Background: an optimization exercise with open tools, aiming at small area. Do not read the settings as production practice.
Function was checked by simulation only, so behaviour that the tests miss may differ from the original.
No run shown here takes its clock network from TritonCTS; it comes from the design's own scripts or RTL.
No driver is modelled on the clock port, so clock power and skew are understated where the tree is cut down; a real chip needs a root buffer or a tree.
Power and IR drop assume default switching activity.

File: flow/run.sh
#!/bin/bash
# Layout flow: the standard synthesis, its combinational logic re-mapped for
# area by ABC (flip-flops untouched; a few ABC scripts are tried, each result
# is proven equal to the standard netlist, and the smallest proven one is
# used, else the standard netlist is kept), then the standard layout with the
# smallest buffer on the ports, and a clock tree of three buffers driven by the
# clock port (flow/cts.tcl) in place of ORFS's cts step.
set -uo pipefail
LIB=$FLOW_HOME/platforms/$FLOW_PLATFORM/lib/sky130_fd_sc_hd__tt_025C_1v80.lib
R=orfs/results/$FLOW_PLATFORM/trafic_light/base
bash standard.sh synth > 1_standard_synth.log 2>&1 || exit 1
cp $R/1_2_yosys.v std.v
# the flip-flops (instance and cell) of a netlist, to check they are kept
seqcells() { grep -oE '^ *sky130_fd_sc_hd__(df|dl|edf|sdf|sdl|sedf)[a-z0-9_]* +[^ ]+' "$1" | sed -E 's/_[0-9]+ / /' | sort; }
seqcells std.v > std_seq.log
cands="1 2 3 4 5 6 7 8"
for n in $cands; do
  (
    mkdir -p rs$n
    sed "s#@LIB@#$LIB#g; s#@TOP@#$FLOW_TOP#g; s#@SCRIPT@#flow/abc_$n.script#g; s#@DIR@#rs$n#g" flow/resynth.ys > rs$n/resynth.ys
    sed "s#@LIB@#$LIB#g; s#@TOP@#$FLOW_TOP#g; s#@DIR@#rs$n#g" flow/equiv.ys > rs$n/equiv.ys
    timeout 900 yosys -s rs$n/resynth.ys > 2_resynth_$n.log 2>&1 &&
      timeout 900 yosys -s rs$n/equiv.ys > 3_equiv_$n.log 2>&1 &&
      ! grep -qE '^ *(always|reg|assign) ' rs$n/resynth.v &&
      seqcells rs$n/resynth.v | cmp -s - std_seq.log &&
      grep "Chip area" rs$n/resynth_stat.log | awk '{print $NF}' > rs$n/ok
  ) &
  if [[ $n == 4 ]]; then wait; fi
done
wait
best=""; bestarea=""
for n in $cands; do
  if [[ -s rs$n/ok ]]; then
    a=$(cat rs$n/ok)
    if [[ -z "$best" ]] || awk "BEGIN{exit !($a < $bestarea)}"; then best=$n; bestarea=$a; fi
  fi
done
if [[ -n "$best" ]]; then
  cp rs$best/resynth.v $R/1_2_yosys.v
  touch $R/1_2_yosys.v
  echo "resynthesized netlist $best used, area $bestarea" > resynth_status.log
else
  echo "standard netlist kept" > resynth_status.log
fi
ARGS=(BUFFER_PORTS_ARGS="-buffer_cell sky130_fd_sc_hd__buf_1"
      CTS_ARGS="-sink_clustering_enable -repair_clock_nets -dont_use_dummy_load -buf_list sky130_fd_sc_hd__clkbuf_8")
bash standard.sh "${ARGS[@]}" place > 4_standard_place.log 2>&1 || exit 1
# own clock tree in place of ORFS's cts step; if it fails, ORFS's is used
if PLATFORM_DIR=$FLOW_HOME/platforms/$FLOW_PLATFORM RESULTS=$R CLOCK_PORT=clk \
    CTS_NX=3 CTS_NY=1 CTS_CELL=sky130_fd_sc_hd__clkbuf_16 timeout 600 openroad -no_init -exit flow/cts.tcl > 5_cts.log 2>&1; then
  echo "own clock tree used" > cts_status.log
else
  rm -f $R/4_1_cts.odb $R/4_cts.sdc
  echo "ORFS clock tree used" > cts_status.log
fi
bash standard.sh "${ARGS[@]}" finish > 6_standard_finish.log 2>&1
File: flow/abc_1.script
strash
&get -n
&deepsyn -T 30
&put
dch -f
amap
File: flow/abc_2.script
strash
&get -n
&deepsyn -T 30 -S 7
&put
strash
dch -f
map -a
strash
dch -f
amap
File: flow/abc_3.script
strash
&get -n
&deepsyn -T 30 -S 3
&put
dch -f
amap
File: flow/abc_4.script
strash
&get -n
&deepsyn -T 30 -S 11
&put
strash
dch -f
map -a
strash
dch -f
amap
File: flow/abc_5.script
strash
&get -n
&deepsyn -T 30 -S 5
&put
dch -f
amap
File: flow/abc_6.script
strash
&get -n
&deepsyn -T 30 -S 13
&put
strash
dch -f
map -a
strash
dch -f
amap
File: flow/abc_7.script
strash
&get -n
&deepsyn -T 30 -S 17
&put
dch -f
amap
File: flow/abc_8.script
strash
&get -n
&deepsyn -T 30 -S 19
&put
strash
dch -f
map -a
strash
dch -f
amap
File: flow/cts.tcl
set P $::env(PLATFORM_DIR)
set R $::env(RESULTS)
read_liberty $P/lib/sky130_fd_sc_hd__tt_025C_1v80.lib
read_db $R/3_place.odb
read_sdc $R/3_place.sdc
source $P/setRC.tcl
set db [ord::get_db]
set block [ord::get_db_block]
set clknet [$block findNet $::env(CLOCK_PORT)]
set sinks {}
foreach it [$clknet getITerms] {
  set inst [$it getInst]
  set bb [$inst getBBox]
  lappend sinks [list $it [expr {([$bb xMin]+[$bb xMax])/2}] [expr {([$bb yMin]+[$bb yMax])/2}]]
}
puts "clock sinks: [llength $sinks]"
# groups: NX columns by x, each split into NY rows by y
set nx $::env(CTS_NX); set ny $::env(CTS_NY)
set sx [lsort -integer -index 1 $sinks]
set n [llength $sx]
set groups {}
for {set i 0} {$i < $nx} {incr i} {
  set col [lrange $sx [expr {$i*$n/$nx}] [expr {($i+1)*$n/$nx - 1}]]
  set sy [lsort -integer -index 2 $col]
  set m [llength $sy]
  for {set j 0} {$j < $ny} {incr j} {
    lappend groups [lrange $sy [expr {$j*$m/$ny}] [expr {($j+1)*$m/$ny - 1}]]
  }
}
set master [$db findMaster $::env(CTS_CELL)]
set k 0
foreach g $groups {
  set net [odb::dbNet_create $block "clknet_q$k"]
  $net setSigType CLOCK
  set buf [odb::dbInst_create $block $master "clkbuf_q$k"]
  [$buf findITerm A] connect $clknet
  [$buf findITerm X] connect $net
  set cx 0; set cy 0
  foreach s $g {
    set it [lindex $s 0]
    $it disconnect
    $it connect $net
    incr cx [lindex $s 1]; incr cy [lindex $s 2]
  }
  set cx [expr {$cx / [llength $g]}]; set cy [expr {$cy / [llength $g]}]
  $buf setLocation $cx $cy
  $buf setPlacementStatus PLACED
  puts "clock group $k: [llength $g] flip-flops, buffer at $cx $cy"
  incr k
}
$clknet setSigType CLOCK
set_propagated_clock [all_clocks]
detailed_placement
check_placement -verbose
estimate_parasitics -placement
report_clock_skew
report_worst_slack -min
report_worst_slack -max
set worst 0
foreach pin [get_pins -hierarchical */CLK] {
  set s [get_property $pin slew_max]
  if {$s > $worst} {set worst $s}
}
puts "worst flip-flop clock slew (placement estimate): $worst"
write_db $R/4_1_cts.odb
write_sdc $R/4_cts.sdc
File: flow/equiv.ys
# Prove the re-mapped netlist equal to the standard one (same flip-flops).
read_liberty -ignore_miss_func @LIB@
read_verilog std.v
rename @TOP@ gold
read_verilog @DIR@/resynth.v
rename @TOP@ gate
flatten gold gate
hierarchy -check
async2sync
opt_clean
equiv_make gold gate equiv
hierarchy -top equiv
equiv_simple -seq 1
equiv_induct
equiv_status -assert
File: flow/resynth.ys
# Re-map the combinational logic of the standard synthesis netlist for area.
# The flip-flops are kept as they are (same instances, names and cells).
read_liberty -ignore_miss_func @LIB@
blackbox sky130_fd_sc_hd__df* sky130_fd_sc_hd__dl* sky130_fd_sc_hd__edf* sky130_fd_sc_hd__sdf* sky130_fd_sc_hd__sdl* sky130_fd_sc_hd__sedf* sky130_fd_sc_hd__lpflow_inputisolatch*
read_verilog std.v
hierarchy -top @TOP@
flatten
opt_clean -purge
abc -script @SCRIPT@ -liberty @LIB@ -dont_use sky130_fd_sc_hd__lpflow_bleeder_1 -dont_use sky130_fd_sc_hd__lpflow_clkbufkapwr_1 -dont_use sky130_fd_sc_hd__lpflow_clkbufkapwr_16 -dont_use sky130_fd_sc_hd__lpflow_clkbufkapwr_2 -dont_use sky130_fd_sc_hd__lpflow_clkbufkapwr_4 -dont_use sky130_fd_sc_hd__lpflow_clkbufkapwr_8 -dont_use sky130_fd_sc_hd__lpflow_clkinvkapwr_1 -dont_use sky130_fd_sc_hd__lpflow_clkinvkapwr_16 -dont_use sky130_fd_sc_hd__lpflow_clkinvkapwr_2 -dont_use sky130_fd_sc_hd__lpflow_clkinvkapwr_4 -dont_use sky130_fd_sc_hd__lpflow_clkinvkapwr_8 -dont_use sky130_fd_sc_hd__lpflow_decapkapwr_12 -dont_use sky130_fd_sc_hd__lpflow_decapkapwr_3 -dont_use sky130_fd_sc_hd__lpflow_decapkapwr_4 -dont_use sky130_fd_sc_hd__lpflow_decapkapwr_6 -dont_use sky130_fd_sc_hd__lpflow_decapkapwr_8 -dont_use sky130_fd_sc_hd__lpflow_inputiso0n_1 -dont_use sky130_fd_sc_hd__lpflow_inputiso0p_1 -dont_use sky130_fd_sc_hd__lpflow_inputiso1n_1 -dont_use sky130_fd_sc_hd__lpflow_inputiso1p_1 -dont_use sky130_fd_sc_hd__lpflow_inputisolatch_1 -dont_use sky130_fd_sc_hd__lpflow_isobufsrc_1 -dont_use sky130_fd_sc_hd__lpflow_isobufsrc_16 -dont_use sky130_fd_sc_hd__lpflow_isobufsrc_2 -dont_use sky130_fd_sc_hd__lpflow_isobufsrc_4 -dont_use sky130_fd_sc_hd__lpflow_isobufsrc_8 -dont_use sky130_fd_sc_hd__lpflow_isobufsrckapwr_16 -dont_use sky130_fd_sc_hd__lpflow_lsbuf_lh_hl_isowell_tap_1 -dont_use sky130_fd_sc_hd__lpflow_lsbuf_lh_hl_isowell_tap_2 -dont_use sky130_fd_sc_hd__lpflow_lsbuf_lh_hl_isowell_tap_4 -dont_use sky130_fd_sc_hd__lpflow_lsbuf_lh_isowell_4 -dont_use sky130_fd_sc_hd__lpflow_lsbuf_lh_isowell_tap_1 -dont_use sky130_fd_sc_hd__lpflow_lsbuf_lh_isowell_tap_2 -dont_use sky130_fd_sc_hd__lpflow_lsbuf_lh_isowell_tap_4 -dont_use sky130_fd_sc_hd__probe -dont_use sky130_fd_sc_hd__probe_p_8 -dont_use sky130_fd_sc_hd__probec_p_8 
opt_clean -purge
insbuf -buf sky130_fd_sc_hd__buf_1 A X
hilomap -singleton -hicell sky130_fd_sc_hd__conb_1 HI -locell sky130_fd_sc_hd__conb_1 LO
splitnets
opt_clean -purge
hierarchy -top @TOP@
read_liberty -lib -ignore_redef @LIB@
check -assert -mapped
tee -o @DIR@/resynth_stat.log stat -liberty @LIB@
write_verilog -noattr -nohex -nodec @DIR@/resynth.v
File: standard.sh
#!/bin/bash
# synth_recipe.tcl (not shown) runs the flow's synth.tcl, then flattens the netlist and writes it again
# the make line also repeats each setting of config.mk as NAME=value (left out here)
make -C /OpenROAD-flow-scripts/flow DESIGN_CONFIG=/design/flow/config.mk WORK_HOME=/design/flow/orfs CLKGATE_MAP_FILE= SYNTH_SCRIPT=/design/flow/synth_recipe.tcl "${@:-finish}"
File: config.mk
export PLATFORM = sky130hd
export DESIGN_NAME = trafic_light
export DESIGN_NICKNAME = trafic_light
export VERILOG_FILES = /design/flow/design.v
export SDC_FILE = /design/flow/constraint.sdc
export NUM_CORES = 4
export LEC_CHECK = 0
export CAP_MARGIN = 20
export CORE_MARGIN = 2
export CORE_UTILIZATION = 40
export CTS_BUF_LIST = sky130_fd_sc_hd__clkbuf_8
export SLEW_MARGIN = 20
File: constraint.sdc
create_clock -name core_clock -period 10.0 [get_ports {clk}]
set_input_delay 2.0000 -clock core_clock [delete_from_list [all_inputs] [get_ports {clk}]]
set_output_delay 2.0000 -clock core_clock [all_outputs]
set_load 0.01 [all_outputs]
File: design.v
module oneshot_universal(clk, clr, btn, btn_trig);
parameter WIDTH = 1;
input clk, clr;
input [WIDTH-1:0] btn;
reg [WIDTH-1:0] btn_reg, btn_reg2, btn_reg3;
output [WIDTH-1:0] btn_trig;
assign btn_trig = btn_reg2 & ~btn_reg3;
always @(posedge clk) begin
    btn_reg <= btn;
    btn_reg2 <= clr ? {WIDTH{1'b0}} : btn_reg;
    btn_reg3 <= btn_reg2;
end
endmodule
module clock(clr, clk, time_spd, add_hour_t, hour1, hour0, min1, min0, sec1, sec0, d_or_n, d_or_n_d);
input clr, clk;      
input add_hour_t;        
input [1:0] time_spd;
output reg [1:0] hour1;
output reg [3:0] hour0, min0, sec0;
output reg [2:0] min1, sec1;
output d_or_n;           
output reg d_or_n_d;     
reg [9:0] i;         
reg started;         
reg st2mo_t;         
reg c_m0, mo2mt_t;   
reg c_m1, mt2ho_t;   
reg c_h9, ho2ht_t;   
reg c_h23, ht2d_t;   
reg wrap;
always @(*) begin
    case(time_spd)
        2'b00: wrap = (i >= 1000);
        2'b01: wrap = (i >= 100);
        2'b10: wrap = (i >= 10);
        default: wrap = (i >= 5);
    endcase
end
wire lowz = (i[9:3] == 0) & started;
wire k2 = lowz & (i[2:0] == 3'd2);
wire k4 = lowz & (i[2:0] == 3'd4);
wire k5 = lowz & (i[2:0] == 3'd5);
wire s0z = (sec0 == 0);
wire s1z = (sec1 == 0);
wire sec0_t = k2;                
wire sec1_t = k4 & s0z;          
wire hour_t = mt2ho_t | add_hour_t;
wire sec0_9 = sec0[3] & sec0[0];
wire sec1_5 = sec1[2] & sec1[0];
wire min0_9 = min0[3] & min0[0];
wire min1_5 = min1[2] & min1[0];
wire hour0_9 = hour0[3] & hour0[0];
wire hour_23 = hour1[1] & (hour0 == 4'd3);
assign d_or_n = ~(hour1[0] | hour0[3] | (hour1[1] & ~(hour0[1] & hour0[0])));
always @(posedge clk) begin
    if(clr) begin
        i <= 1;
        started <= 0;
        st2mo_t <= 0;
        c_m0 <= 0; mo2mt_t <= 0;
        c_m1 <= 0; mt2ho_t <= 0;
        c_h9 <= 0; ho2ht_t <= 0;
        c_h23 <= 0; ht2d_t <= 0;
        sec0 <= 0; sec1 <= 0; min0 <= 0; min1 <= 0; hour0 <= 0; hour1 <= 0;
    end
    else begin
        if(wrap) begin
            i <= 0;
            started <= 1;
        end
        else i <= i + 1'b1;
        if(sec0_t) sec0 <= sec0_9 ? 4'd0 : sec0 + 1'b1;
        if(sec1_t) sec1 <= sec1_5 ? 3'd0 : sec1 + 1'b1;
        st2mo_t <= k5 & s0z & s1z;
        if(st2mo_t) min0 <= min0_9 ? 4'd0 : min0 + 1'b1;
        c_m0 <= st2mo_t & min0_9;
        mo2mt_t <= c_m0;
        if(mo2mt_t) min1 <= min1_5 ? 3'd0 : min1 + 1'b1;
        c_m1 <= mo2mt_t & min1_5;
        mt2ho_t <= c_m1;
        if(hour_t) hour0 <= (hour0_9 | hour_23) ? 4'd0 : hour0 + 1'b1;
        c_h9 <= hour_t & hour0_9;
        c_h23 <= hour_t & hour_23;
        ho2ht_t <= c_h9;
        ht2d_t <= c_h23;
        if(ht2d_t) hour1 <= 0;
        else if(ho2ht_t) hour1 <= hour1 + 1'b1;
    end
end
always @(posedge clk) d_or_n_d <= d_or_n;
endmodule
module LCD(rst, clk, hour1, hour0, min1, min0, sec1, sec0, d_or_n, t_state, LCD_RS, LCD_RW, LCD_DATA, in_reset);
input rst, clk, d_or_n;
input [2:0] t_state;
input [1:0] hour1;
input [3:0] hour0, min0, sec0;
input [2:0] min1, sec1;
output reg LCD_RS, LCD_RW;
output reg [7:0] LCD_DATA;
output in_reset;     
parameter P_FS = 4'd3, P_DO = 4'd4, P_EM = 4'd5, P_L1 = 4'd6, P_L2 = 4'd7,
          P_DT = 4'd14, P_CD = 4'd15;
reg [3:0] ph;
reg [4:0] c;
wire last = &c;
wire [3:0] n_ph = (ph == P_CD) ? P_L1 : ph + 1'b1;
reg [4:0] n_start;
always @(*) begin
    case(n_ph)
        4'd1, 4'd8, 4'd9, 4'd10, 4'd11, 4'd12, 4'd13: n_start = 5'd0;
        4'd2: n_start = 5'd16;
        P_FS, P_DO, P_EM: n_start = 5'd1;
        P_L1, P_L2: n_start = 5'd11;
        P_DT: n_start = 5'd23;
        default: n_start = 5'd26;   
    endcase
end
always @(posedge clk or negedge rst) begin
    if(!rst) begin
        ph <= 4'd0;
        c <= 5'd8;
    end
    else if(last) begin
        ph <= n_ph;
        c <= n_start;
    end
    else c <= c + 1'b1;
end
wire [4:0] k = c - 5'd11;    
assign in_reset = (ph == 4'd0) && (c == 5'd8);
always @(*) begin
    {LCD_RS, LCD_RW, LCD_DATA} = 10'b1_1_0010_0000;
    case(ph)
        4'd0: if(in_reset) {LCD_RS, LCD_RW, LCD_DATA} = 10'b1_1_0000_0000;
        4'd1, 4'd2: ;
        P_FS: {LCD_RS, LCD_RW, LCD_DATA} = 10'b0_0_0011_1000;
        P_DO: {LCD_RS, LCD_RW, LCD_DATA} = 10'b0_0_0000_1100;
        P_EM: {LCD_RS, LCD_RW, LCD_DATA} = 10'b0_0_0000_0110;
        P_L1: begin
            {LCD_RS, LCD_RW} = 2'b10;
            case(k)
                0:  {LCD_RS, LCD_RW, LCD_DATA} = 10'b0_0_1000_0000;
                1:  LCD_DATA = 8'b0101_0100;  
                2:  LCD_DATA = 8'b0110_1001;  
                3:  LCD_DATA = 8'b0110_1101;  
                4:  LCD_DATA = 8'b0110_0101;  
                6:  LCD_DATA = 8'b0011_1010;  
                8:  LCD_DATA = {6'b0011_00, hour1};
                9:  LCD_DATA = {4'b0011, hour0};
                10: LCD_DATA = 8'b0011_1010;  
                11: LCD_DATA = {5'b0011_0, min1};
                12: LCD_DATA = {4'b0011, min0};
                13: LCD_DATA = 8'b0011_1010;  
                14: LCD_DATA = {5'b0011_0, sec1};
                15: LCD_DATA = {4'b0011, sec0};
                default: LCD_DATA = 8'b0010_0000;
            endcase
        end
        P_L2: begin
            {LCD_RS, LCD_RW} = 2'b10;
            case(k)
                0:  {LCD_RS, LCD_RW, LCD_DATA} = 10'b0_0_1100_0000;
                1:  LCD_DATA = 8'b0101_0011;  
                2:  LCD_DATA = 8'b0111_0100;  
                3:  LCD_DATA = 8'b0110_0001;  
                4:  LCD_DATA = 8'b0111_0100;  
                5:  LCD_DATA = 8'b0110_0101;  
                7:  LCD_DATA = 8'b0011_1010;  
                9:  LCD_DATA = {4'b0100, t_state == 3'd7, t_state + 3'd1};  
                10: LCD_DATA = 8'b0010_1000;  
                11: LCD_DATA = d_or_n ? 8'b0100_1110 : 8'b0100_0100;  
                12: LCD_DATA = d_or_n ? 8'b0110_1001 : 8'b0110_0001;  
                13: LCD_DATA = d_or_n ? 8'b0110_0111 : 8'b0111_1001;  
                14: LCD_DATA = d_or_n ? 8'b0110_1000 : 8'b0010_1001;  
                15: LCD_DATA = d_or_n ? 8'b0111_0100 : 8'b0010_0000;  
                16: LCD_DATA = d_or_n ? 8'b0010_1001 : 8'b0010_0000;  
                default: LCD_DATA = 8'b0010_0000;
            endcase
        end
        P_CD:    {LCD_RS, LCD_RW, LCD_DATA} = 10'b0_0_0000_0001;
        default: {LCD_RS, LCD_RW, LCD_DATA} = 10'b0_0_0000_0010;   
    endcase
end
endmodule
module trafic_light(rst, clk, time_spd, add_hour, emgc_btn, LCD_RS, LCD_RW, LCD_DATA, N_C, W_C, S_C, E_C, Walk);
input rst, clk;
input add_hour, emgc_btn;
input [1:0] time_spd;
output LCD_RS, LCD_RW;
output wire [7:0] LCD_DATA;
output reg [3:0] N_C, W_C, S_C, E_C;  
output reg [7:0] Walk;  
parameter A = 3'd0, B = 3'd1, C = 3'd2, D = 3'd3,
          E = 3'd4, F = 3'd5, G = 3'd6, H = 3'd7;
wire d_or_n_now, d_or_n;
wire in_reset;
wire add_hour_t, emgc_btn_t;
wire [1:0] hour1;
wire [3:0] hour0, min0, sec0;
wire [2:0] min1, sec1;
reg ea;
reg [2:0] st;
reg pflag;           
reg night;           
reg emgc;
reg [4:0] hi;        
reg [8:0] lo;        
reg [9:0] emgc_cnt;
localparam [8:0] LO_499 = 9'b000100001;
localparam [9:0] EC_1000 = 10'b0101100100;
wire [8:0] lo_inc = {lo[7:0], ~(lo[8] ^ lo[4])};
wire [9:0] ec_inc = {emgc_cnt[8:0], ~(emgc_cnt[9] ^ emgc_cnt[6])};
oneshot_universal #(.WIDTH(2)) u1(clk, in_reset, {add_hour, emgc_btn}, {add_hour_t, emgc_btn_t});
clock c1(in_reset, clk, time_spd, add_hour_t, hour1, hour0, min1, min0, sec1, sec0, d_or_n_now, d_or_n);
LCD l1(rst, clk, hour1, hour0, min1, min0, sec1, sec0, d_or_n, ea ? A : st, LCD_RS, LCD_RW, LCD_DATA, in_reset);
wire frozen = ~ea & (night ? (st == D || st == F || st == G) : (st == B || st == C || st == H));
wire lo_end = (lo == LO_499);
wire ec_end = (emgc_cnt == EC_1000);
wire t_end = ea ? (hi == 5'd30) : night ? (hi == 5'd20) : (hi == 5'd10);
reg [2:0] nxt;
always @(*) begin
    if(night) begin
        case(st)
            A: nxt = ~d_or_n ? A : pflag ? C : E;
            E: nxt = ~d_or_n ? A : H;
            H: nxt = ~d_or_n ? A : B;
            default: nxt = A;        
        endcase
    end
    else begin
        if(d_or_n) nxt = B;
        else case(st)
            A: nxt = D;
            D: nxt = F;
            E: nxt = pflag ? G : A;
            default: nxt = E;        
        endcase
    end
end
always @(posedge clk) begin
    if(in_reset) begin
        ea <= 0;
        st <= B;
        pflag <= 0;
        night <= 1;
        emgc <= 0;
        hi <= 0;
        lo <= 0;
        emgc_cnt <= 0;
    end
    else if(emgc_btn_t) emgc <= ~emgc;
    else if(ea) begin
        if(t_end) begin
            ea <= 0;
            if(~d_or_n) st <= A;
            pflag <= (st == B || st == F);
            night <= d_or_n;
            emgc <= 0;
            hi <= 0; lo <= 0;
        end
        else begin
            lo <= lo_end ? 9'd0 : lo_inc;
            hi <= hi + lo_end;
        end
    end
    else if(~frozen) begin
        if(t_end | (emgc & ec_end)) begin
            if(emgc) begin
                ea <= 1;
                emgc_cnt <= 0;
            end
            else st <= nxt;
            pflag <= (st == B || st == F);
            night <= d_or_n;
            hi <= 0; lo <= 0;
        end
        else begin
            lo <= lo_end ? 9'd0 : lo_inc;
            hi <= hi + lo_end;
            if(emgc) emgc_cnt <= ec_inc;
        end
    end
end
reg ly, lf;
always @(*) begin
    ly = 0; lf = 0;
    if(ea | frozen) begin
        if(frozen | hi >= 29) begin ly = 1; lf = 1; end
        else if(hi == 28) ly = 1;
        else if(hi >= 15) lf = hi[0];
    end
    else if(emgc) ly = 1;
    else if(night) begin
        if(st == H) ly = (hi >= 17);
        else if(hi >= 19) ly = 1;
        else if(hi == 18) begin ly = 1; lf = 1; end
        else if(hi >= 10) lf = ~hi[0];
    end
    else begin
        if(st == D) ly = (hi >= 7);
        else if(hi >= 9) begin ly = 1; lf = 1; end
        else if(hi == 8) ly = 1;
        else if(hi >= 5) lf = hi[0];
    end
end
wire [2:0] lp = (ea | frozen) ? A : st;
reg [15:0] veh;
reg [7:0] walk;
always @(*) begin
    case(lp)
        A: begin veh = 16'b0100_0001_0100_0001; walk = 8'b10_01_10_01; end
        B: begin veh = 16'b1100_0001_0001_0001; walk = 8'b10_10_10_01; end
        C: begin veh = 16'b0001_0001_1100_0001; walk = 8'b10_01_10_10; end
        D: begin veh = 16'b1000_0001_1000_0001; walk = 8'b10_10_10_10; end
        E: begin veh = 16'b0001_0100_0001_0100; walk = 8'b01_10_01_10; end
        F: begin veh = 16'b0001_1100_0001_0001; walk = 8'b01_10_10_10; end
        G: begin veh = 16'b0001_0001_0001_1100; walk = 8'b10_10_01_10; end
        default: begin veh = 16'b0001_1000_0001_1000; walk = 8'b10_10_10_10; end
    endcase
    if(in_reset) {N_C, W_C, S_C, E_C, Walk} = 24'hffffff;
    else begin
        {N_C, W_C, S_C, E_C} = ly ? 16'b0010_0010_0010_0010 : veh;
        Walk = lf ? (walk & 8'b10_10_10_10) : walk;
    end
end
endmodule
==> key figures, run 1 <==
Run status
  – Status: no timing/DRC/antenna violations

Layout
  – Filler Cells Inserted: 1057
  – Nets: ~600
  – Synthesis-to-layout area growth: 9.60%
  – Antenna cell count: 0
  – Layout cells sized above 1: 0.0101
  – Fin util: 0.455
  – Largest registers: c1.i: 10 flops, emgc_cnt: 10 flops, lo: 9 flops

Worst setup path
  – Critical Path Fanout Max: 16
  – R2R setup slack: 6.62 ns
  – Crit end category: primary output
  – Crit path arrival time: 2.95 ns
  – WS Path Type: reg -> out
  – Worst EP required: 8.00 ns
  – Critical path startpoint category: register
  – Critical R2R Launch: l1.c[0]
  – Worst r2r dst: l1.c[3]
  – R2R depth: 13

Global route
  – Total global routing overflow: 0
  – Total track usage: 0.187
  – Vias in the first global route: 3680
  – Initial antenna violation count: 0
  – Global-route wire length before repair: 17.6 mm
  – Largest net degree at the start of global routing: 32

Drt
  – First-pass DRT Iterations: 5
  – DRC viols: 0
  – DR vias/cell: 5.53
  – Final Routed Wirelength: 10.5 mm
  – Drt wl/cell: 14.5 um
  – Initial drt markers: 222
  – Routed Antenna Nets: 0
  – Vias after detailed routing: around 4000

Power and ir drop
  – Maximum vdd ir drop: about 0.11 mV
  – Total chip power: 0.825 mW
  – Cell Pwr Density: 185 nW/um^2
  – Leak Pwr: 1.60 nW

Floorplan
  – Starting density of the core: 0.416
  – Die ar.: about 11000 um^2
  – Core ar.: 9820 um^2
  – Die Y: 105 um
  – I/O pin total: 40
  – Die width: between 100 and 150 um
  – Rows: 36

STA
  – Highest Clock Rate: slightly above 0.2 GHz
  – Period Utilization, post-route: 0.495
  – Final setup viols: 0
  – Clock Skew: 0.0139 ns
  – Unrepaired setup endpoints after global routing: false
  – Tmin final: between 4 and 5 ns
  – Fin Hold WS: 0.352 ns
  – Max_slew headroom: 0.321
  – Setup TNS: 0 ns
  – Max-slew violations: 0
  – Worst Slack Setup Final: 5.05 ns
  – Final Hold Fails: 0
  – Worst-Margin Slew: 0.993 ns

Place
  – Place WS: 5.30 ns
  – IO Port Bufs: 39
  – Post-DP HPWL: 8.12 mm
  – GP Congestion: 0.976

Yosys
  – Synth warnings: 4
  – Post-Synthesis Cells: 552
  – Avg Inst Size Synth: around 7.4 um^2
  – Mapped Area: between 4000 and 5000 um^2
  – Syn Nets: 558

Worst hold path
  – Hold Path End: u1.btn_reg3[0]
  – Worst Hold Class: reg -> reg
  – Worst hold path depth: 0
  – HP Start: u1.btn_reg2[0]

Clock network
  – Clk Latency, worst-skew pair: around 0.17 ns
  – CTS clk-pin slew, worst paths: 0.10 ns

Job
  – Number of max-cap violations: 0
[layer usage]
layer	vias to the layer above	GRT usage	wire length (um)
li1	2024	-	-
met1	1812	0.270	4850
met2	156	0.307	4720
met3	23	0.0162	698
met4	0	0.0352	231
met5	-	0	0
[final cells by class]
class                      count  area, um^2  share of cell area
timing repair buffer          41         161              0.0361
multi-input combinational    377        1960               0.439
sequential                    87        1790               0.400
buffer                         3        75.1              0.0168
tap                          133         166              0.0372
inverter                      85         319              0.0713
[through the flow]
stage	std cells	cell area, um^2
2_1_floorplan	552	4080
3_3_place_gp	723	4400
3_5_place_dp	723	4400
5_1_grt	726	4470
6_report	726	4470
[worst max-delay path: stages (launching register included)]
cell	delay, ns
dfrtp_1	0.48
clkinv_1	0.37
nand3_1	0.32
nor3_1	0.11
nand2_1	0.08
buf_4	0.24
clkinv_1	0.12
nor2_1	0.24
nand2_1	0.15
nor2_1	0.26
nor2_1	0.12
nor2_1	0.14
buf_1	0.16
[worst max-delay path by stage]
| stage | from | cells after the start | endpoint | slack (ns) |
|---|---|---|---|---|
| 3_5_place_dp | l1.c[0] | 10 | S_C[3] | 5.30 |
| 2_1_floorplan | l1.c[2] | 10 | Walk[2] | 5.38 |
| 3_3_place_gp | l1.c[2] | 12 | Walk[6] | 5.31 |
| 6_report | l1.c[2] | 12 | Walk[6] | 5.05 |
| 5_1_grt | l1.c[0] | 10 | N_C[3] | 4.76 |
[power breakdown]
| part | leakage [nW] | internal, mW | switching, mW |
|---|---|---|---|
| registers | 0.750 | 0.423 | 0.0544 |
| clock network | 0.0370 | 0.0558 | 0.0877 |
| logic | 0.808 | 0.0806 | 0.124 |
| total | 1.59 | 0.559 | 0.266 |
[cell usage in the layout, fill, tap and decap left out, types with 3 or more instances in the layout]
cell and count:
a211oi_1 12, a21oi_1 14, a31oi_1 11, buf_1 39, clkbuf_16 3, clkinv_1 85, dfrtp_1 8, dfxtp_1 78
nand2_1 47, nand3_1 10, nor2_1 112, nor2b_1 9, nor3_1 28, nor3b_1 4, nor4_1 10, o21ai_0 31
o22ai_1 33, o31ai_1 5, o32a_1 3, o32ai_1 5, or2_0 4, or3_1 6
==> inputs of run 2 (changes only) <==
--- a/flow/run.sh
+++ b/flow/run.sh
@@ -13,7 +13,7 @@
 # the flip-flops (instance and cell) of a netlist, to check they are kept
 seqcells() { grep -oE '^ *sky130_fd_sc_hd__(df|dl|edf|sdf|sdl|sedf)[a-z0-9_]* +[^ ]+' "$1" | sed -E 's/_[0-9]+ / /' | sort; }
 seqcells std.v > std_seq.log
-cands="1 2 3 4 5 6 7 8"
+cands="1 2 3 4 5 6 7 8 9 10 11 12"
 for n in $cands; do
   (
     mkdir -p rs$n
@@ -25,7 +25,7 @@
       seqcells rs$n/resynth.v | cmp -s - std_seq.log &&
       grep "Chip area" rs$n/resynth_stat.log | awk '{print $NF}' > rs$n/ok
   ) &
-  if [[ $n == 4 ]]; then wait; fi
+  if [[ $n == 4 || $n == 8 ]]; then wait; fi
 done
 wait
 best=""; bestarea=""
==> flow/abc_10.script (new file) <==
strash
&get -n
&deepsyn -T 60 -S 23
&put
dch -f
amap
==> flow/abc_11.script (new file) <==
strash
&get -n
&deepsyn -T 60 -S 29
&put
strash
dch -f
map -a
strash
dch -f
amap
==> flow/abc_12.script (new file) <==
strash
&get -n
&deepsyn -T 60 -S 31
&put
dch -f
amap
==> flow/abc_9.script (new file) <==
strash
&get -n
&deepsyn -T 60 -S 3
&put
dch -f
amap
==> key figures, run 2 <==
Worst setup path
  – Worst EP required: 8.00 ns (about the same)
  – CP delay by family, top: simple AND/OR/NAND/NOR gates
  – Worst path max stage delay: 0.86 ns (+0.38 ns)
  – Critical R2R Launch: l1.c[0]
  – Bufs and invs on worst path: 3 (-1)
  – Critical Path Fanout Max: 32 (+16)
  – Slowest cell on crit path: clkinv_1
  – R2R setup slack: 6.35 ns (-0.27 ns)
  – Crit-path most repeated cell: nor2_1
  – Critical path, cell by cell: nor2_1 -> clkinv_1 -> nor4_1 -> nand2_1 -> clkinv_1 -> nor2_1 -> nand3_1 -> nor2_1 -> nor2_1 -> nor2_1 -> buf_1
  – Crit end category: primary output
  – Setup crit start: l1.c[0]
  – Critical path startpoint category: register
  – Crit path arrival time: 3.59 ns (+0.64 ns)
  – WS Path Type: reg -> out

Power and ir drop
  – NetSw: 0.266 mW (about the same)
  – Clock Power Share: 0.173 (about the same)
  – Sw Ratio: 0.321 (-0.000980)
  – Maximum vdd ir drop: 0.0938 mV (-14%)
  – Seq pwr share: 0.587 (+0.009)
  – Comb pwr share: 0.239 (-0.009)
  – Total chip power: 0.827 mW (+0.28%)
  – Cell Pwr Density: 186 nW/um^2 (+0.62%)
  – Leak Pwr: 1.57 nW (-1.8%)
  – Cell Int Power: 0.562 mW (+0.42%)

Layout
  – Most frequent cells in the layout: 121 x nor2_1, 82 x clkinv_1, 78 x dfxtp_1
  – Fin area: 4460 um^2 (-0.34%)
  – Commonest non-fill, non-tap cell in the layout: nor2_1
  – Largest registers: c1.i: 10 flops, emgc_cnt: 10 flops, lo: 9 flops
  – Fin util: 0.454 (-0.00153)
  – Non-Filler Instances: 721 (-0.69%)
  – Nets: 596 (-0.83%)
  – Synthesis-to-layout area growth: 9.23%
  – Layout cells sized above 1: 0.00680 (-0.00332)
  – Filler Cells Inserted: 1058 (+0.095%)
  – Antenna cell count: 0 (unchanged)

Place
  – IO Port Bufs: 39 (unchanged)
  – Placed cell count: 718 (-0.69%)
  – Placed inst area: 4380 um^2 (-0.34%)
  – Post-DP HPWL: 7.83 mm (-3.6%)
  – GP Congestion: 0.962 (-1.5%)

STA
  – Tmin final: 5.59 ns (+0.639 ns)
  – Period Utilization, post-route: 0.559 (+0.0639)
  – Max_slew headroom: 0.351 (+0.0303)
  – Final Hold Fails: 0 (unchanged)
  – Final setup viols: 0 (unchanged)
  – Highest Clock Rate: 0.179 GHz (-11%)
  – Max-slew violations: 0 (unchanged)
  – Worst-Margin Slew: 0.963 ns (-0.0299 ns)
  – Unrepaired setup endpoints after global routing: false
  – Setup TNS: 0 ns (unchanged)
  – Clock Skew: 0.0188 ns (+0.00497 ns)

Clock network
  – Clk Latency, worst-skew pair: 0.18 ns (about the same)
  – CTS clk-pin slew, worst paths: 0.12 ns (+0.02 ns)

Drt
  – DRC viols: 0 (unchanged)
  – Initial drt markers: 203 (-8.6%)
  – First-pass DRT Iterations: 4 (-1)
  – Vias after detailed routing: 3899 (-2.9%)
  – Drt wl/cell: 14.2 um (-1.7%)
  – Routed Antenna Nets: 0 (unchanged)
  – Final Routed Wirelength: 10.2 mm (-2.4%)
  – DR vias/cell: 5.41 (-2.2%)

Floorplan
  – Die width: 105 um (unchanged)
  – Die ar.: 11000 um^2 (unchanged)
  – Starting density of the core: 0.416 (unchanged)
  – I/O pin total: 40 (unchanged)
  – Core ar.: 9820 um^2 (unchanged)
  – Rows: 36 (unchanged)
  – Die Y: 105 um (unchanged)

Worst hold path
  – HP Start: u1.btn_reg2[0]
  – Worst Hold Class: reg -> reg

Global route
  – Initial antenna violation count: 0 (unchanged)
  – Global-route wire length before repair: 17.5 mm (-0.59%)
  – Total global routing overflow: 0 (unchanged)
  – Vias in the first global route: 3644 (-0.98%)
  – Largest net degree at the start of global routing: 33 (+3.1%)
  – Total track usage: 0.185 (-0.00228)

Yosys
  – Synth warnings: 4 (unchanged)
  – Syn Nets: 555 (-0.54%)
  – Avg Inst Size Synth: 7.43 um^2 (+0.55%)
  – Post-Synthesis Cells: 549 (-0.54%)
  – Mapped Area: 4080 um^2 (unchanged)

Job
  – Number of max-cap violations: 0 (unchanged)

Run status
  – Status: no timing/DRC/antenna violations
-- run 2: cell types whose count changed in the layout (fill, tap and decap cells not counted), moves of 3 or more --
cell      change
a211oi_1      -4
a21oi_1       +4
clkinv_1      -3
nand2_1       -8
nor2_1        +9
nor3_1        -3
nor3b_1       -3
o211ai_1      +3
o21ai_0       -5
-- run 2: layer usage --
layer	vias up	track usage	part of all wire
li1	2025	-	-
met1	1789	0.267	0.50
met2	76	0.305	0.45
met3	9	0.0131	0.039
met4	0	0.0343	0.011
met5	-	0	0
-- run 2: metrics by stage --
| stage | hold slack, ns | worst slack, ns |
|---|---|---|
| finish | 0.354 | 4.41 |
| global placement | 0.330 | 4.77 |
| detailed placement | 0.335 | 4.59 |
| floorplan | 0.324 | 5.50 |
| global route | 0.368 | 3.84 |
-- run 2: worst paths after layout --
check	endpoint	cells after the start
setup / recovery	Walk[6]	11
hold / removal	u1.btn_reg3[0]	0
setup reg to reg	lo[1]	9
hold reg to reg	u1.btn_reg3[0]	0
max in group asynchronous	l1.c[3]	1
min in group asynchronous	l1.c[4]	1
-- run 2: final cells by class --
type	instances	area, um^2	area share
Tap cell	133	166	0.0373
Buffer	3	75.1	0.0168
Multi-Input combinational cell	377	1970	0.443
Inverter	82	308	0.0691
Sequential cell	87	1790	0.401
Timing Repair Buffer	39	146	0.0328
-- run 2: power groups by stage --
stage | combinational [mW] | clock [mW] | sequential [mW]
floorplan | 0.160 | 0 | 0.476
finish | 0.198 | 0.143 | 0.486
global route | 0.230 | 0.161 | 0.498
global placement | 0.194 | 0 | 0.493
detailed placement | 0.198 | 0 | 0.495

[afterwards: timing with drivers on the ports]
The results above use ideal ports. As a check the final layouts listed here were re-extracted and re-timed, cells and wires unchanged.
Step 1 assumes that a clkbuf_16 drives the clock port and a buf_2 every other input.
Step 2 times the ports against the registers' clock, not the clock port: input delays grow and output delays shrink by t, the midpoint of the rising clock arrivals with the driver on.
Slacks: ideal / step 1 / step 2; pairs: ideal / step 1.
run	t, ns	setup WS [ns]	worst data-port slew with drivers (ns)
run 1	0.228	5.047 / 4.985 / 5.213	0.04
run 2	0.233	4.408 / 4.342 / 4.576	0.03
After both steps setup and hold are still met in every run listed.
